Source: an optimization exercise on an open RTL-to-GDS flow (aim: small area). Production flows keep margins and buffers that such runs may drop. In this exercise RTL edits were held to simulation tests only and were not proved equivalent to the original. Power and IR drop assume default switching activity.

Design seg_clock, start of the top module:
module seg_clock(clock, rst, seg_d, seg_w, w_key, val);
function [3:0] dab;
  input [3:0] d;
  begin
    dab[3] = d[3] | (d[2] & (d[1] | d[0]));
    dab[2] = (d[2] & ~d[1] & ~d[0]) | (d[3] & d[0]);
    dab[1] = (d[1] & (~d[2] | d[0])) | (d[3] & ~d[0]);
    dab[0] = (~d[3] & ~d[2] & d[0]) | (d[2] & d[1] & ~d[0]) | (d[3] & ~d[0]);
  end
endfunction
function [11:0] radd;
  input [10:0] a;
  input [10:0] b;
  input        ci;
  integer k;
  reg c;
  begin
    c = ci;
    for (k = 0; k < 11; k = k + 1) begin
      radd[k] = a[k] ^ b[k] ^ c;
      c = (a[k] & b[k]) | (c & (a[k] ^ b[k]));
    end
    radd[11] = c;
  end
endfunction
function [9:0] bcd2bin;
  input [11:0] d;
  reg [11:0] y;
  reg [11:0] z;
  begin
    y = radd({6'd0, d[11:8], 1'b0}, {4'd0, d[11:8], 3'b0}, 1'b0);
    y = radd(y[10:0], {7'd0, d[7:4]}, 1'b0);
    z = radd({3'd0, y[6:0], 1'b0}, {1'b0, y[6:0], 3'b0}, 1'b0);
    z = radd(z[10:0], {7'd0, d[3:0]}, 1'b0);
    bcd2bin = z[9:0];
  end
endfunction
input        clock;
input        rst;
input  [3:0] val;
input  [4:0] w_key;
output [7:0] seg_d;
output [3:0] seg_w;
reg [3:0] scan;
always @(posedge clock or negedge rst)
  if (!rst) scan <= 4'd3;
  else      scan <= scan ^ {&scan[2:0], &scan[1:0], scan[0], 1'b1};
wire anykey = |w_key;
reg  [1:0] pst;
wire idle = (pst == 2'd0);
wire proc = (pst == 2'd2);         
always @(posedge clock or negedge rst)
  if (!rst) pst <= 2'd0;
  ...
Size in the first run: ~450 cells after synthesis, ~23 I/O pins, roughly 3700 um^2 of cells after synthesis.
==> module seg_clock, before the edit <==
module seg_clock(clock, rst, seg_d, seg_w, w_key, val);
function [3:0] dab;
  input [3:0] d;
  begin
    dab[3] = d[3] | (d[2] & (d[1] | d[0]));
    dab[2] = (d[2] & ~d[1] & ~d[0]) | (d[3] & d[0]);
    dab[1] = (d[1] & (~d[2] | d[0])) | (d[3] & ~d[0]);
    dab[0] = (~d[3] & ~d[2] & d[0]) | (d[2] & d[1] & ~d[0]) | (d[3] & ~d[0]);
  end
endfunction
function [11:0] radd;
  input [10:0] a;
  input [10:0] b;
  input        ci;
  integer k;
  reg c;
  begin
    c = ci;
    for (k = 0; k < 11; k = k + 1) begin
      radd[k] = a[k] ^ b[k] ^ c;
      c = (a[k] & b[k]) | (c & (a[k] ^ b[k]));
    end
    radd[11] = c;
  end
endfunction
function [9:0] bcd2bin;
  input [11:0] d;
  reg [11:0] y;
  reg [11:0] z;
  begin
    y = radd({6'd0, d[11:8], 1'b0}, {4'd0, d[11:8], 3'b0}, 1'b0);
    y = radd(y[10:0], {7'd0, d[7:4]}, 1'b0);
    z = radd({3'd0, y[6:0], 1'b0}, {1'b0, y[6:0], 3'b0}, 1'b0);
    z = radd(z[10:0], {7'd0, d[3:0]}, 1'b0);
    bcd2bin = z[9:0];
  end
endfunction
input        clock;
input        rst;
input  [3:0] val;
input  [4:0] w_key;
output [7:0] seg_d;
output [3:0] seg_w;
reg [3:0] scan;
always @(posedge clock or negedge rst)
  if (!rst) scan <= 4'd3;
  else      scan <= scan ^ {&scan[2:0], &scan[1:0], scan[0], 1'b1};
wire anykey = |w_key;
reg  [1:0] pst;
wire idle = (pst == 2'd0);
wire proc = (pst == 2'd2);         
always @(posedge clock or negedge rst)
  if (!rst) pst <= 2'd0;
  else case (pst)
    2'd0: pst <= anykey ? 2'd1 : 2'd0;
    2'd1: pst <= 2'd2;
    default: pst <= anykey ? 2'd3 : 2'd0;
  endcase
reg [3:0] key;
always @(posedge clock)
  if (idle)
    key <= w_key[1] ? val : {1'b1, w_key[2] | w_key[0], ~w_key[2], w_key[3]};
wire is_dig = ~key[3] | ~(key[2] | key[1]);
wire is_op  = key[3] & (key[2] ^ key[1]);
wire is_eq  = key[3] & key[2] & key[1] & ~key[0];
reg  [1:0]  st;
reg  [1:0]  opreg;    
reg  [1:0]  opc;      
reg  [11:0] reg1;
reg  [11:0] reg2;
wire s0 = (st == 2'd0);
wire s1 = (st == 2'd1);
wire s2 = st[1];
always @(posedge clock)
  if (proc & is_op) opreg <= key[1:0];
always @(posedge clock or negedge rst)
  if (!rst) begin
    st   <= 2'd0;
    opc  <= 2'd0;
    reg1 <= 12'd0;
    reg2 <= 12'd0;
  end else if (proc) begin
    if (s0) begin
      if (is_dig) reg1 <= {reg1[7:0], key};
      else if (is_op) st <= 2'd1;
    end else if (s1) begin
      if (is_dig) begin
        reg2 <= {reg2[7:0], key};
        opc  <= opreg;
      end else if (is_eq) st <= 2'd2;
    end else begin
      if (is_dig) begin
        reg1 <= {8'd0, key};
        reg2 <= 12'd0;
        st   <= 2'd0;
      end else if (is_op) begin
        reg1 <= {2'd0, q};
        reg2 <= 12'd0;
        st   <= 2'd1;
      end
    end
  end
wire        go   = w_key[0];
wire [9:0]  bin  = bcd2bin(go ? reg1 : reg2);
reg  [4:0]  cnt;
reg  [10:0] r;
reg  [9:0]  q;        
wire ph1   = cnt[4];
wire ph2   = ~cnt[4] & cnt[3];
wire last  = (cnt == 5'd16);
wire isdiv = (opc == 2'd1);
wire ismul = (opc == 2'd0);
wire issub = (opc == 2'd3);
wire abit  = q[9];
wire sin   = ph1 & abit & ~ismul;
wire en    = ph1 & (isdiv | (ismul ? abit : last));
wire neg   = isdiv ? ~r[10] : issub;
wire [10:0] x = {1'b0, bin ^ {10{neg}}} | {neg, 10'd0};
wire [11:0] sum = radd({r[9:0], sin}, x & {11{en}}, en & neg);
wire [10:0] t = sum[10:0];
always @(posedge clock or negedge rst)
  if (!rst) cnt <= 5'd25;
  else if (go) cnt <= 5'd25;
  else if (cnt[4] | cnt[3])
    cnt <= cnt ^ {~|cnt[3:0], ~|cnt[2:0], ~|cnt[1:0], ~cnt[0], 1'b1};
always @(posedge clock)
  r <= go ? 11'd0 : t;
wire       ue  = ph2 | (isdiv & ph1 & ~cnt[3] & ~(cnt[2] & cnt[1]));
wire       te  = ph2 | (isdiv & ph1 & ~cnt[3] & ~cnt[2] & ~cnt[1]);
wire       din = ph1 ? (isdiv & ~cnt[3] & ~t[10]) : r[7];
wire       dsh = ph1 | (ph2 & ~isdiv);
wire [3:0] u3  = ue ? dab(q[3:0]) : q[3:0];
wire [3:0] t3  = te ? dab(q[7:4]) : q[7:4];
always @(posedge clock)
  if (go) q <= bin;
  else if (dsh) q <= {q[8], t3, u3, din};
wire [11:0] num = (reg2 != 12'd0) ? reg2 : reg1;
reg  [3:0]  d;
always @(*)
  case (scan[3:2])
    2'd0: d = num[11:8];
    2'd1: d = num[7:4];
    default: d = num[3:0];
  endcase
wire bl = scan[3] & scan[2];
wire sa = d[3] | d[1] | ~(d[2] ^ d[0]);
wire sb = ~d[2] | ~(d[1] ^ d[0]);
wire sc = d[2] | ~d[1] | d[0];
wire sdd = d[3] | (~d[2] & ~d[0]) | (~d[2] & d[1]) | (d[1] & ~d[0]) | (d[2] & ~d[1] & d[0]);
wire se = ~d[0] & (~d[2] | d[1]);
wire sf = d[3] | (~d[1] & ~d[0]) | (d[2] & ~d[1]) | (d[2] & ~d[0]);
wire sg = d[3] | (d[2] ^ d[1]) | (d[1] & ~d[0]);
assign seg_d = {sa, sb, sc, sdd, se, sf, sg, 1'b0} & {8{~bl}};
assign seg_w = {1'b0, ~scan[3] & ~scan[2], ~scan[3] & scan[2], scan[3] & ~scan[2]};
endmodule
Settings: LEC_CHECK=0, CAP_MARGIN=0, CORE_MARGIN=2, CORE_UTILIZATION=70, SLEW_MARGIN=0; clock period 150.0 ns.
standard.sh (not shown) runs the stock make flow with config.mk's settings and CLKGATE_MAP_FILE= SYNTH_SCRIPT=/design/flow/synth_recipe.tcl, a recipe that flattens the netlist after the stock synthesis.
==> flow/flow/run.sh <==
#!/bin/bash
# Standard ORFS layout (the standard.sh, standard synthesis unchanged) with
# three changes: the combinational logic of the synthesized netlist is
# re-mapped for area by Yosys/ABC (registers untouched), the port buffers are
# buf_1 cells, and clock tree synthesis uses clkbuf_4 buffers, no dummy loads.
# Each tool's output goes to its own log in this folder.
set -euo pipefail
W="$(cd "$(dirname "$0")/.." && pwd)"
cd "$W"
R="$W/orfs/results/sky130hd/seg_clock/base"
LIB="$FLOW_HOME/platforms/sky130hd/lib/sky130_fd_sc_hd__tt_025C_1v80.lib"
YOSYS="$FLOW_HOME/../tools/install/yosys/bin/yosys"
[[ -x "$YOSYS" ]] || YOSYS=yosys

bash standard.sh synth > make_synth.log 2>&1
cp "$R/1_2_yosys.v" "$W/standard_synth.v"
sed -e "s#LIBFILE#$LIB#g" -e "s#STDNETLIST#$W/standard_synth.v#" \
    -e "s#TOP#$FLOW_TOP#" -e "s#ABCSCRIPT#$W/flow/resynth.abc#" \
    -e "s#OUTNETLIST#$W/resynth.v#" flow/resynth.ys > resynth_run.ys
if "$YOSYS" -l resynth.log -q resynth_run.ys > /dev/null 2>&1 &&
   "$YOSYS" -l resynth_check.log -q -p "read_liberty -lib $LIB; read_verilog $W/resynth.v; hierarchy -top $FLOW_TOP; check -assert -mapped" > /dev/null 2>&1; then
  cp "$W/resynth.v" "$R/1_2_yosys.v"
  rm -f "$R/1_synth.odb" "$R/1_synth.sdc"
  bash standard.sh synth > make_synth2.log 2>&1
fi
bash standard.sh finish \
  BUFFER_PORTS_ARGS="-buffer_cell sky130_fd_sc_hd__buf_1" \
  CTS_ARGS="-sink_clustering_enable -repair_clock_nets -buf_list sky130_fd_sc_hd__clkbuf_4 -sink_clustering_size 30 -sink_clustering_max_diameter 100 -dont_use_dummy_load" \
  > make_finish.log 2>&1
Other scripts of this flow, unchanged in this note and not shown: flow/flow/resynth.abc, flow/flow/resynth.ys
Change:
--- a/flow/design.v
+++ b/flow/design.v
@@ -73,29 +73,27 @@
 wire s2 = st[1];
 always @(posedge clock)
   if (proc & is_op) opreg <= key[1:0];
+always @(posedge clock)
+  if (proc & is_op & ~s1) reg2 <= 12'd0;
+  else if (proc & is_dig & s1) reg2 <= {reg2[7:0], key};
 always @(posedge clock or negedge rst)
   if (!rst) begin
     st   <= 2'd0;
     opc  <= 2'd0;
     reg1 <= 12'd0;
-    reg2 <= 12'd0;
   end else if (proc) begin
     if (s0) begin
       if (is_dig) reg1 <= {reg1[7:0], key};
       else if (is_op) st <= 2'd1;
     end else if (s1) begin
-      if (is_dig) begin
-        reg2 <= {reg2[7:0], key};
-        opc  <= opreg;
-      end else if (is_eq) st <= 2'd2;
+      if (is_dig) opc <= opreg;
+      else if (is_eq) st <= 2'd2;
     end else begin
       if (is_dig) begin
         reg1 <= {8'd0, key};
-        reg2 <= 12'd0;
         st   <= 2'd0;
       end else if (is_op) begin
         reg1 <= {2'd0, q};
-        reg2 <= 12'd0;
         st   <= 2'd1;
       end
     end
@@ -113,7 +111,7 @@
 wire issub = (opc == 2'd3);
 wire abit  = q[9];
 wire sin   = ph1 & abit & ~ismul;
-wire en    = ph1 & (isdiv | (ismul ? abit : last));
+wire en    = ph1 & ~s0 & (isdiv | (ismul ? abit : last));
 wire neg   = isdiv ? ~r[10] : issub;
 wire [10:0] x = {1'b0, bin ^ {10{neg}}} | {neg, 10'd0};
 wire [11:0] sum = radd({r[9:0], sin}, x & {11{en}}, en & neg);
@@ -134,7 +132,7 @@
 always @(posedge clock)
   if (go) q <= bin;
   else if (dsh) q <= {q[8], t3, u3, din};
-wire [11:0] num = (reg2 != 12'd0) ? reg2 : reg1;
+wire [11:0] num = (~s0 & (reg2 != 12'd0)) ? reg2 : reg1;
 reg  [3:0]  d;
 always @(*)
   case (scan[3:2])
Outcome:
- utilization fell by 0.56 points
- sequential share of layout area fell by 0.95 points
- clock power rose by about 1%
- register-to-register slack improves by 0.22 ns
- hold slack degrades by 0.027 ns
- die area fell by about 1.7%
- sequential power rose by about 11%
- non-clock buffer count rose by 2
- synthesized area fell by 1.8%
- worst setup slack improves by 0.16 ns
- clock-buffer cell count is unchanged
- first-iteration DRC count fell by 15%
- wire length fell by about 2%
- global-route usage rose by 0.55 points

static timing again, ports no longer ideal:
The flow's constraints put no driver on any port. The routed layouts listed below were extracted and timed again, unchanged, in two steps.
Step 1 (the two cells are an assumption about what drives the block):
set clk [get_ports {clock}]
set_driving_cell -lib_cell sky130_fd_sc_hd__clkbuf_16 $clk
set_driving_cell -lib_cell sky130_fd_sc_hd__buf_2 [delete_from_list [all_inputs] $clk]
Step 2 moves the port delays by t, midway between the first and last clock arrival at a register: inputs arrive t later, outputs are due t later. That takes back most of the time a late clock gives input paths.
Slacks: ideal / step 1 / step 2; pairs: ideal / step 1.
run	t (ns)	setup slack, ns	hold slack, ns	worst setup path at the end
the first run	0.421	113.737 / 113.743 / 113.321	0.473 / 0.473 / 0.473	input to register
the second run	0.426	113.894 / 113.901 / 113.475	0.446 / 0.446 / 0.446	input to register
After both steps setup and hold are still met in every run listed. For the second run, which loses most, drivers alone change the setup slack by +0.007 ns; drivers and shift together by -0.419 ns.
